Source: an optimization exercise on an open RTL-to-GDS flow (aim: small area). Production flows keep margins and buffers that such runs may drop. RTL that was checked went through simulation tests only; none was proved equivalent to the original. No driver is modelled on the clock port, so clocking that relies on it looks cheaper here than on a real chip. No activity file was given, so power comes from the tool's default toggle rates.

// router13
module router13(input clk,resetn,read_enb_0,read_enb_1,read_enb_2,pkt_valid,
              input [7:0]data_in,
              output [7:0]data_out_0,data_out_1,data_out_2,
              output vld_out_0,vld_out_1,vld_out_2,error,busy);
clock: 5.0 ns
lec_check: 0
cap_margin: 10
core_margin: 2
core_utilization: 75
gpl_timing_driven: 0
place_density: 0.85
slew_margin: 10
standard.sh (not shown) runs the stock make flow with config.mk's settings and CLKGATE_MAP_FILE= SYNTH_SCRIPT=/design/flow/synth_recipe.tcl, a recipe that flattens the netlist after the stock synthesis.
==> flow/flow/run.sh <==
#!/bin/bash
# The standard layout (standard.sh) with these changes:
#  - synthesis maps logic with an area-oriented ABC script (flow/abc_area.script);
#    everything else in synthesis, registers included, is the standard synthesis
#  - port buffers use the smallest buffer
#  - the clock tree uses clkbuf_8 leaf clusters and no dummy loads
#  - after clock tree synthesis, cells with spare slack are downsized
set -e
here=$(pwd)
{
  echo 'proc abc {args} {'
  echo '  set i [lsearch -exact $args -script]'
  echo "  if {\$i >= 0} { set args [lreplace \$args [expr {\$i + 1}] [expr {\$i + 1}] $here/flow/abc_area.script] }"
  echo '  yosys abc {*}$args'
  echo '}'
  cat synth_recipe.tcl
} > area_synth.tcl
sed "s#SYNTH_SCRIPT=[^ ]*#SYNTH_SCRIPT=$here/area_synth.tcl#" standard.sh > area_standard.sh
export BUFFER_PORTS_ARGS="-buffer_cell sky130_fd_sc_hd__buf_1"
export CTS_ARGS="-sink_clustering_enable -repair_clock_nets -dont_use_dummy_load -buf_list sky130_fd_sc_hd__clkbuf_8 -sink_clustering_size 18 -sink_clustering_max_diameter 70"
export POST_CTS_TCL=$here/flow/post_cts.tcl
bash area_standard.sh > standard.log 2>&1
==> flow/flow/abc_area.script <==
strash
&get -n
&st
&dch
&nf -a -R 1000
&st
&dch
&nf -a -R 1000
&put
==> flow/flow/post_cts.tcl <==
# downsize cells that have slack to spare (area recovery)
repair_timing -recover_power 100
Change:
--- a/flow/flow/run.sh
+++ b/flow/flow/run.sh
@@ -1,9 +1,8 @@
 #!/bin/bash
-# The standard layout (standard.sh) with these changes:
+# The standard layout (standard.sh) with three changes:
 #  - synthesis maps logic with an area-oriented ABC script (flow/abc_area.script);
 #    everything else in synthesis, registers included, is the standard synthesis
 #  - port buffers use the smallest buffer
 #  - the clock tree uses clkbuf_8 leaf clusters and no dummy loads
-#  - after clock tree synthesis, cells with spare slack are downsized
 set -e
 here=$(pwd)
@@ -19,4 +18,3 @@
 export BUFFER_PORTS_ARGS="-buffer_cell sky130_fd_sc_hd__buf_1"
 export CTS_ARGS="-sink_clustering_enable -repair_clock_nets -dont_use_dummy_load -buf_list sky130_fd_sc_hd__clkbuf_8 -sink_clustering_size 18 -sink_clustering_max_diameter 70"
-export POST_CTS_TCL=$here/flow/post_cts.tcl
 bash area_standard.sh > standard.log 2>&1
==> flow/flow/abc_area.script (replaced) <==
strash
&get -n
&st
&dch
&nf -a
&st
&dch
&nf -a
&put
- CAP_MARGIN: 10 -> 20
- GPL_TIMING_DRIVEN: 0 -> default
- SLEW_MARGIN: 10 -> 20
removed: flow/flow/post_cts.tcl
The changed run went through all stages and came out clean; maximum frequency went up by 42%; die area went up by 0.84%; cell count went down by 0.32%; worst setup slack gets better by 1.4 ns; utilization went down by 0.35 points.
Change:
--- a/flow/flow/run.sh
+++ b/flow/flow/run.sh
@@ -17,4 +17,4 @@
 sed "s#SYNTH_SCRIPT=[^ ]*#SYNTH_SCRIPT=$here/area_synth.tcl#" standard.sh > area_standard.sh
 export BUFFER_PORTS_ARGS="-buffer_cell sky130_fd_sc_hd__buf_1"
-export CTS_ARGS="-sink_clustering_enable -repair_clock_nets -dont_use_dummy_load -buf_list sky130_fd_sc_hd__clkbuf_8 -sink_clustering_size 18 -sink_clustering_max_diameter 70"
+export CTS_ARGS="-sink_clustering_enable -repair_clock_nets -dont_use_dummy_load -buf_list sky130_fd_sc_hd__clkbuf_16 -sink_clustering_size 28 -sink_clustering_max_diameter 80"
 bash area_standard.sh > standard.log 2>&1
Result: Die area does not change. Wire length rises by 1.6%. Cell area rises by 0.50%.
Change:
==> flow/flow/run.sh (replaced) <==
#!/bin/bash
# The standard layout (standard.sh) with these changes:
#  - synthesis maps logic with an area-oriented ABC script (flow/abc_area.script);
#    everything else in synthesis, registers included, is the standard synthesis
#  - port buffers use the smallest buffer
#  - the clock tree uses clkbuf_8 leaf clusters and no dummy loads
#  - after clock tree synthesis, cells with spare slack are downsized
set -e
here=$(pwd)
{
  echo 'proc abc {args} {'
  echo '  set i [lsearch -exact $args -script]'
  echo "  if {\$i >= 0} { set args [lreplace \$args [expr {\$i + 1}] [expr {\$i + 1}] $here/flow/abc_area.script] }"
  echo '  yosys abc {*}$args'
  echo '}'
  cat synth_recipe.tcl
} > area_synth.tcl
sed "s#SYNTH_SCRIPT=[^ ]*#SYNTH_SCRIPT=$here/area_synth.tcl#" standard.sh > area_standard.sh
export BUFFER_PORTS_ARGS="-buffer_cell sky130_fd_sc_hd__buf_1"
export CTS_ARGS="-sink_clustering_enable -repair_clock_nets -dont_use_dummy_load -buf_list sky130_fd_sc_hd__clkbuf_8 -sink_clustering_size 18 -sink_clustering_max_diameter 50"
export POST_CTS_TCL=$here/flow/post_cts.tcl
bash area_standard.sh > standard.log 2>&1
==> flow/flow/abc_area.script (replaced) <==
strash
&get -n
&st
&dch
&nf -a -R 1000
&st
&dch
&nf -a -R 1000
&put
==> flow/flow/post_cts.tcl (new file) <==
# downsize cells that have slack to spare (area recovery)
repair_timing -recover_power 100
Result:
- worst hold slack gets worse by 0.014 ns
- die area falls by about 0.8%
- clock-buffer cell count rises by 16
- via count falls by about 1.4%
- power rises by 1.1%
- clock power falls by about 4%
- global-route usage rises by 0.14 points
- design area falls by about 0.9%
- setup slack gets worse by 0.35 ns
- non-clock buffer count rises by 5
- maximum frequency falls by 10%
Change:
--- a/flow/flow/run.sh
+++ b/flow/flow/run.sh
@@ -18,5 +18,5 @@
 sed "s#SYNTH_SCRIPT=[^ ]*#SYNTH_SCRIPT=$here/area_synth.tcl#" standard.sh > area_standard.sh
 export BUFFER_PORTS_ARGS="-buffer_cell sky130_fd_sc_hd__buf_1"
-export CTS_ARGS="-sink_clustering_enable -repair_clock_nets -dont_use_dummy_load -buf_list sky130_fd_sc_hd__clkbuf_8 -sink_clustering_size 18 -sink_clustering_max_diameter 50"
+export CTS_ARGS="-sink_clustering_enable -repair_clock_nets -dont_use_dummy_load -buf_list sky130_fd_sc_hd__clkbuf_8 -sink_clustering_size 18 -sink_clustering_max_diameter 70"
 export POST_CTS_TCL=$here/flow/post_cts.tcl
 bash area_standard.sh > standard.log 2>&1
- GPL_TIMING_DRIVEN: default -> 0
Effect:
- The new run ran to the end with no violations
- synthesized cell count stays the same
- global-route usage shrinks by 0.22 points
- clock power falls by about 7%
- non-clock buffer count came out higher by 7
- combinational power stays flat
- count of clock-buffer cells in the layout falls by 6
Change:
--- a/flow/flow/run.sh
+++ b/flow/flow/run.sh
@@ -18,5 +18,5 @@
 sed "s#SYNTH_SCRIPT=[^ ]*#SYNTH_SCRIPT=$here/area_synth.tcl#" standard.sh > area_standard.sh
 export BUFFER_PORTS_ARGS="-buffer_cell sky130_fd_sc_hd__buf_1"
-export CTS_ARGS="-sink_clustering_enable -repair_clock_nets -dont_use_dummy_load -buf_list sky130_fd_sc_hd__clkbuf_8 -sink_clustering_size 18 -sink_clustering_max_diameter 70"
+export CTS_ARGS="-sink_clustering_enable -repair_clock_nets -dont_use_dummy_load -buf_list sky130_fd_sc_hd__clkbuf_8 -sink_clustering_size 20 -sink_clustering_max_diameter 60"
 export POST_CTS_TCL=$here/flow/post_cts.tcl
 bash area_standard.sh > standard.log 2>&1
- GPL_TIMING_DRIVEN: 0 -> default
Effect:
- clock-buffer cell count came out lower by 1
- setup slack gets better by 0.83 ns
- sequential power hardly moves
- cell area goes down slightly
- total power fell slightly
- utilization shrinks by 0.37 points

---

Setup of run a:
Another version of the RTL of router13 (not shown whole).
Size: roughly 1600 cells after synthesis, about 510 flip-flops, ~21000 um^2 of cells after synthesis.
make LEC_CHECK=0 CAP_MARGIN=20 CORE_MARGIN=2 CORE_UTILIZATION=60 CTS_BUF_LIST='sky130_fd_sc_hd__clkbuf_2 sky130_fd_sc_hd__clkbuf_4' PLACE_DENSITY=0.7 SLEW_MARGIN=20 finish   # period 5.0 ns
run.sh (not shown) runs the stock make flow with config.mk's settings and CLKGATE_MAP_FILE= SYNTH_SCRIPT=/design/flow/synth_recipe.tcl, a recipe that flattens the netlist after the stock synthesis.
Stock flow here: none of the scripts above is used.
Run a finished end to end and its layout was clean on timing, DRC and antenna.
[inputs] run b vs run a
Settings: swapping sky130_fd_sc_hd__clkbuf_2 sky130_fd_sc_hd__clkbuf_4 for sky130_fd_sc_hd__clkbuf_4 in CTS_BUF_LIST; swapping 60 for 40 in CORE_UTILIZATION; swapping 0.7 for 0.6 in PLACE_DENSITY.
### Flow results
Compared with run a, run b ends up with a larger final cell area.
In the flow results for run a and run b, the width of the die is larger on run b.
Post-layout total power for run b: about 3.6% up relative to run a
Run b: minimum setup slack among reg-to-reg paths is 0.14 ns lower than what run a reported.
Changes observed in run b relative to run a: fraction of the cycle the final worst path needs shows an increase of 2.9 points; global-route wire length before repair went up by 4.9%; average routed wire per standard cell fell about 4%; final HPWL from detailed placement went up.
In the tables for run a and run b, clock share of power reads higher with run b.
Function was not checked in any run of this note: the RTL went through the layout flow alone.

---

## build 90
router13 with an RTL version that a note above also has.
Size: roughly 1,100 cells after synthesis, about 43 I/O pins.
==> flow/config.mk <==
export PLATFORM = sky130hd
export DESIGN_NAME = router13
export DESIGN_NICKNAME = router13
export VERILOG_FILES = /design/flow/design.v
export SDC_FILE = /design/flow/constraint.sdc
export NUM_CORES = 4
export LEC_CHECK = 0
export CAP_MARGIN = 20
export CORE_MARGIN = 2
export CORE_UTILIZATION = 75
export PLACE_DENSITY = 0.92
export SLEW_MARGIN = 20
==> flow/constraint.sdc <==
create_clock -name core_clock -period 5.0 [get_ports {clk}]
set_input_delay 1.0000 -clock core_clock [delete_from_list [all_inputs] [get_ports {clk}]]
set_output_delay 1.0000 -clock core_clock [all_outputs]
set_load 0.01 [all_outputs]
standard.sh (not shown) runs the stock make flow with config.mk's settings and CLKGATE_MAP_FILE= SYNTH_SCRIPT=/design/flow/synth_recipe.tcl, a recipe that flattens the netlist after the stock synthesis.
==> flow/flow/run.sh <==
#!/bin/bash
# The standard layout (standard.sh) with these changes:
#  - synthesis maps logic with an area-oriented ABC script (flow/abc_area.script);
#    everything else in synthesis, registers included, is the standard synthesis
#  - port buffers use the smallest buffer
#  - the clock tree uses clkbuf_8 leaf clusters and no dummy loads
#  - after clock tree synthesis, cells with spare slack are downsized
set -e
here=$(pwd)
{
  echo 'proc abc {args} {'
  echo '  set i [lsearch -exact $args -script]'
  echo "  if {\$i >= 0} { set args [lreplace \$args [expr {\$i + 1}] [expr {\$i + 1}] $here/flow/abc_area.script] }"
  echo '  yosys abc {*}$args'
  echo '}'
  cat synth_recipe.tcl
} > area_synth.tcl
sed "s#SYNTH_SCRIPT=[^ ]*#SYNTH_SCRIPT=$here/area_synth.tcl#" standard.sh > area_standard.sh
export BUFFER_PORTS_ARGS="-buffer_cell sky130_fd_sc_hd__buf_1"
export CTS_ARGS="-sink_clustering_enable -repair_clock_nets -dont_use_dummy_load -buf_list sky130_fd_sc_hd__clkbuf_8 -sink_clustering_size 18 -sink_clustering_max_diameter 70"
export POST_CTS_TCL=$here/flow/post_cts.tcl
bash area_standard.sh > standard.log 2>&1
==> flow/flow/abc_area.script <==
strash
&get -n
&st
&dch
&nf -a -R 1000
&st
&dch
&nf -a -R 1000
&put
==> flow/flow/post_cts.tcl <==
# downsize cells that have slack to spare (area recovery)
repair_timing -recover_power 100
### build 90 -> build 83
# build 90
export LEC_CHECK = 0
export CAP_MARGIN = 20
export CORE_MARGIN = 2
export CORE_UTILIZATION = 75
export PLACE_DENSITY = 0.92
export SLEW_MARGIN = 20
create_clock -name core_clock -period 5.0 [get_ports {clk}]
# build 83
export LEC_CHECK = 0
export CAP_MARGIN = 5
export CORE_MARGIN = 2
export CORE_UTILIZATION = 75
export PLACE_DENSITY = 0.85
export SLEW_MARGIN = 5
create_clock -name core_clock -period 5.0 [get_ports {clk}]
diff --git a/flow/flow/run.sh b/flow/flow/run.sh
--- a/flow/flow/run.sh
+++ b/flow/flow/run.sh
@@ -1,9 +1,8 @@
 #!/bin/bash
-# The standard layout (standard.sh) with these changes:
+# The standard layout (standard.sh) with three changes:
 #  - synthesis maps logic with an area-oriented ABC script (flow/abc_area.script);
 #    everything else in synthesis, registers included, is the standard synthesis
 #  - port buffers use the smallest buffer
 #  - the clock tree uses clkbuf_8 leaf clusters and no dummy loads
-#  - after clock tree synthesis, cells with spare slack are downsized
 set -e
 here=$(pwd)
@@ -19,4 +18,3 @@
 export BUFFER_PORTS_ARGS="-buffer_cell sky130_fd_sc_hd__buf_1"
 export CTS_ARGS="-sink_clustering_enable -repair_clock_nets -dont_use_dummy_load -buf_list sky130_fd_sc_hd__clkbuf_8 -sink_clustering_size 18 -sink_clustering_max_diameter 70"
-export POST_CTS_TCL=$here/flow/post_cts.tcl
 bash area_standard.sh > standard.log 2>&1
==> flow/flow/abc_area.script <==
strash
&get -n
&st
&dch
&nf -a
&st
&dch
&nf -a
&put
removed: flow/flow/post_cts.tcl
--- outcome ---
Build 83 was carried through to the last stage, and its layout satisfied the timing, design-rule and antenna checks.
Build 83 and build 90 ended up with nearly the same fraction of met3 tracks used by global routing.
Post-route worst setup slack: build 83 better than build 90
Power: build 83 draws less than build 90
Comparing build 83 and build 90, the lower portion of total power attributed to combinational logic is on build 83.
Build 83 vs. build 90: worst hold slack about even, number of routed nets with antenna violations about even.
The die of build 83 is larger than the one used in build 90.
Input changes introduced in build 20 (baseline for comparison: build 83):
# build 83
export LEC_CHECK = 0
export CAP_MARGIN = 5
export CORE_MARGIN = 2
export CORE_UTILIZATION = 75
export PLACE_DENSITY = 0.85
export SLEW_MARGIN = 5
create_clock -name core_clock -period 5.0 [get_ports {clk}]
# build 20
export LEC_CHECK = 0
export CAP_MARGIN = 20
export CORE_MARGIN = 2
export CORE_UTILIZATION = 70
export PLACE_DENSITY = 0.75
export SLEW_MARGIN = 20
create_clock -name core_clock -period 5.0 [get_ports {clk}]
diff --git a/flow/flow/run.sh b/flow/flow/run.sh
--- a/flow/flow/run.sh
+++ b/flow/flow/run.sh
@@ -1,8 +1,9 @@
 #!/bin/bash
-# The standard layout (standard.sh) with three changes:
+# The standard layout (standard.sh) with these changes:
 #  - synthesis maps logic with an area-oriented ABC script (flow/abc_area.script);
 #    everything else in synthesis, registers included, is the standard synthesis
 #  - port buffers use the smallest buffer
 #  - the clock tree uses clkbuf_8 leaf clusters and no dummy loads
+#  - after clock tree synthesis, cells with spare slack are downsized
 set -e
 here=$(pwd)
@@ -18,3 +19,4 @@
 export BUFFER_PORTS_ARGS="-buffer_cell sky130_fd_sc_hd__buf_1"
 export CTS_ARGS="-sink_clustering_enable -repair_clock_nets -dont_use_dummy_load -buf_list sky130_fd_sc_hd__clkbuf_8 -sink_clustering_size 18 -sink_clustering_max_diameter 70"
+export POST_CTS_TCL=$here/flow/post_cts.tcl
 bash area_standard.sh > standard.log 2>&1
==> flow/flow/abc_area.script <==
strash
&get -n
&st
&dch
&nf -a -R 1000
&st
&dch
&nf -a -R 1000
&put
==> flow/flow/post_cts.tcl (new file) <==
# downsize cells that have slack to spare (area recovery)
repair_timing -recover_power 100
--- outcome ---
Wire length on met1 in build 20 is 220 um higher than in build 83. Of build 83 and build 20, build 20 shows the lower mapped cell area, with build 83 above it. Compared with build 83, placement density in the core of build 20 is lower. | post-route clock period utilization | build 20 vs build 83 | 5.3 points higher |. Diff build 83 -> build 20: detailed-router iteration count before antenna repair picked up an extra 1; cell area after placement lost 0.49%; post-detailed-route via-to-cell ratio lost 3.8%.
Inputs modified between build 20 and build 60:
# build 20
export LEC_CHECK = 0
export CAP_MARGIN = 20
export CORE_MARGIN = 2
export CORE_UTILIZATION = 70
export PLACE_DENSITY = 0.75
export SLEW_MARGIN = 20
create_clock -name core_clock -period 5.0 [get_ports {clk}]
# build 60
export LEC_CHECK = 0
export CAP_MARGIN = 10
export CORE_MARGIN = 2
export CORE_UTILIZATION = 75
export PLACE_DENSITY = 0.85
export SLEW_MARGIN = 10
create_clock -name core_clock -period 5.0 [get_ports {clk}]
==> comparison <==
Comparing sequential share of layout area for build 60 and build 20, the smaller number came from build 20. Going from build 20 to build 60, met1 routing resource usage after global routing picked up an extra 2.9 points, weighted congestion reported at the end of routability-driven placement shrank by 1.6%, count of clock-buffer cells in the layout barely changed.
Setup changes, build 60 to build 19
# build 60
export LEC_CHECK = 0
export CAP_MARGIN = 10
export CORE_MARGIN = 2
export CORE_UTILIZATION = 75
export PLACE_DENSITY = 0.85
export SLEW_MARGIN = 10
create_clock -name core_clock -period 5.0 [get_ports {clk}]
# build 19
export LEC_CHECK = 0
export CAP_MARGIN = 20
export CORE_MARGIN = 2
export CORE_UTILIZATION = 75
export PLACE_DENSITY = 0.85
export SLEW_MARGIN = 20
create_clock -name core_clock -period 5.0 [get_ports {clk}]
==> flow/flow/abc_area.script <==
strash
&get -n
&deepsyn -T 60
&st
&dch
&nf -a -R 1000
&st
&dch
&nf -a -R 1000
&put
## What came out
Build 19 has completed all stages; timing, DRC and antenna checks passed. Build 60 has completed all stages; timing, DRC and antenna checks passed. In terms of post-layout instance area, build 19 and build 60 differ only marginally. Comparing build 60 with build 19, the number of standard cells in the layout, taps in and fillers out came out essentially unchanged. Build 60 -> build 19: register fraction of the total cell area flat. Capturing instance or port of the critical path = dout[3]$_DFFE_PP_: build 19; capturing instance or port of the critical path = vld_out_0: build 60. Build 19 and build 60 ended up with nearly the same synthesized cell count. Of build 19 and build 60, the lower via count belongs to build 60. Per the comparison of build 19 with build 60, die area held, async set or reset register ratio after synthesis held. Delta (build 19 minus build 60): number of clock-tree buffers in the layout held steady; mux contribution to synthesized area shrank by 0.22 points.
Edits applied to the flow inputs when going from build 19 to build 7:
==> flow/flow/abc_area.script <==
strash
&get -n
&st
&dch
&nf -a -R 1000
&st
&dch
&nf -a -R 1000
&put
Results
- Global routing usage on met2 delta (build 19 -> build 7): insignificant
- Diff build 19 -> build 7: routed length on met1 decreased by about 3% relative to the old numbers; total power increased 15%.
- Summary of build 7 over build 19: total met3 wirelength after detailed routing decreased by about 12% relative to the old numbers; final design area excluding fillers was more or less identical; final cell count was more or less identical; part of the total power dissipated in combinational logic +10 points.
- Status: utilization parity (build 7, build 19)
- The final reports for build 7 and build 19 show compound-cell area share of the yosys netlist higher in the former.
- Cell area after synthesis: build 19 vs build 7 — no meaningful difference
- Build 7 ends up with a overall via count from detail_route that is 185 lower than in build 19.

-- static timing again, ports no longer ideal --
In the flow no input, the clock included, has a driving cell. The finished layouts below were timed again as built, in two steps. Step 1, drivers: a clkbuf_16 drives clk and a buf_2 each remaining input, both assumed. Step 2 moves the port delays by t, midway between the first and last clock arrival at a register: inputs arrive t later, outputs are due t later. That takes back most of the time a late clock gives input paths. Slacks: ideal ports / drivers / drivers and shift; pairs: ideal ports / drivers.
| run | t (ns) | slack for setup (ns) | worst hold slack (ns) | worst setup path at the end |
|---|---|---|---|---|
| the first run of note 1 | 0.667 | 0.411 / 0.411 / 0.411 | 0.454 / 0.454 / 0.454 | register to register |
| the second run of note 1 | 0.664 | 1.774 / 1.728 / 2.010 | 0.450 / 0.450 / 0.450 | register to register |
| the third run of note 1 | 0.574 | 1.903 / 1.853 / 1.970 | 0.450 / 0.450 / 0.450 | register to register |
| the fourth run of note 1 | 0.586 | 1.558 / 1.558 / 1.558 | 0.436 / 0.436 / 0.436 | register to register |
| the fifth run of note 1 | 0.665 | 0.726 / 0.726 / 0.726 | 0.441 / 0.441 / 0.441 | register to register |
| the sixth run of note 1 | 0.646 | 1.551 / 1.503 / 1.776 | 0.439 / 0.439 / 0.439 | register to register |
| run a | 0.837 | 1.125 / 1.074 / 1.776 | 0.463 / 0.463 / 0.463 | register to register |
| run b | 0.887 | 0.982 / 0.931 / 1.638 | 0.462 / 0.462 / 0.462 | register to register |
| build 90 | 0.659 | 1.579 / 1.530 / 1.581 | 0.452 / 0.452 / 0.452 | register to register |
| build 83 | 0.665 | 1.785 / 1.740 / 1.995 | 0.452 / 0.452 / 0.452 | register to register |
| build 20 | 0.636 | 1.520 / 1.470 / 1.725 | 0.451 / 0.451 / 0.451 | register to register |
| build 60 | 0.648 | 1.507 / 1.463 / 1.511 | 0.448 / 0.448 / 0.448 | register to register |
| build 19 | 0.669 | 1.434 / 1.417 / 1.363 | 0.444 / 0.444 / 0.444 | input to register |
| build 7 | 0.656 | 1.476 / 1.476 / 1.476 | 0.440 / 0.440 / 0.440 | register to register |
After both steps every run listed still meets setup and hold. For build 19, which loses most, drivers alone change the setup slack by -0.017 ns; drivers and shift together by -0.071 ns.
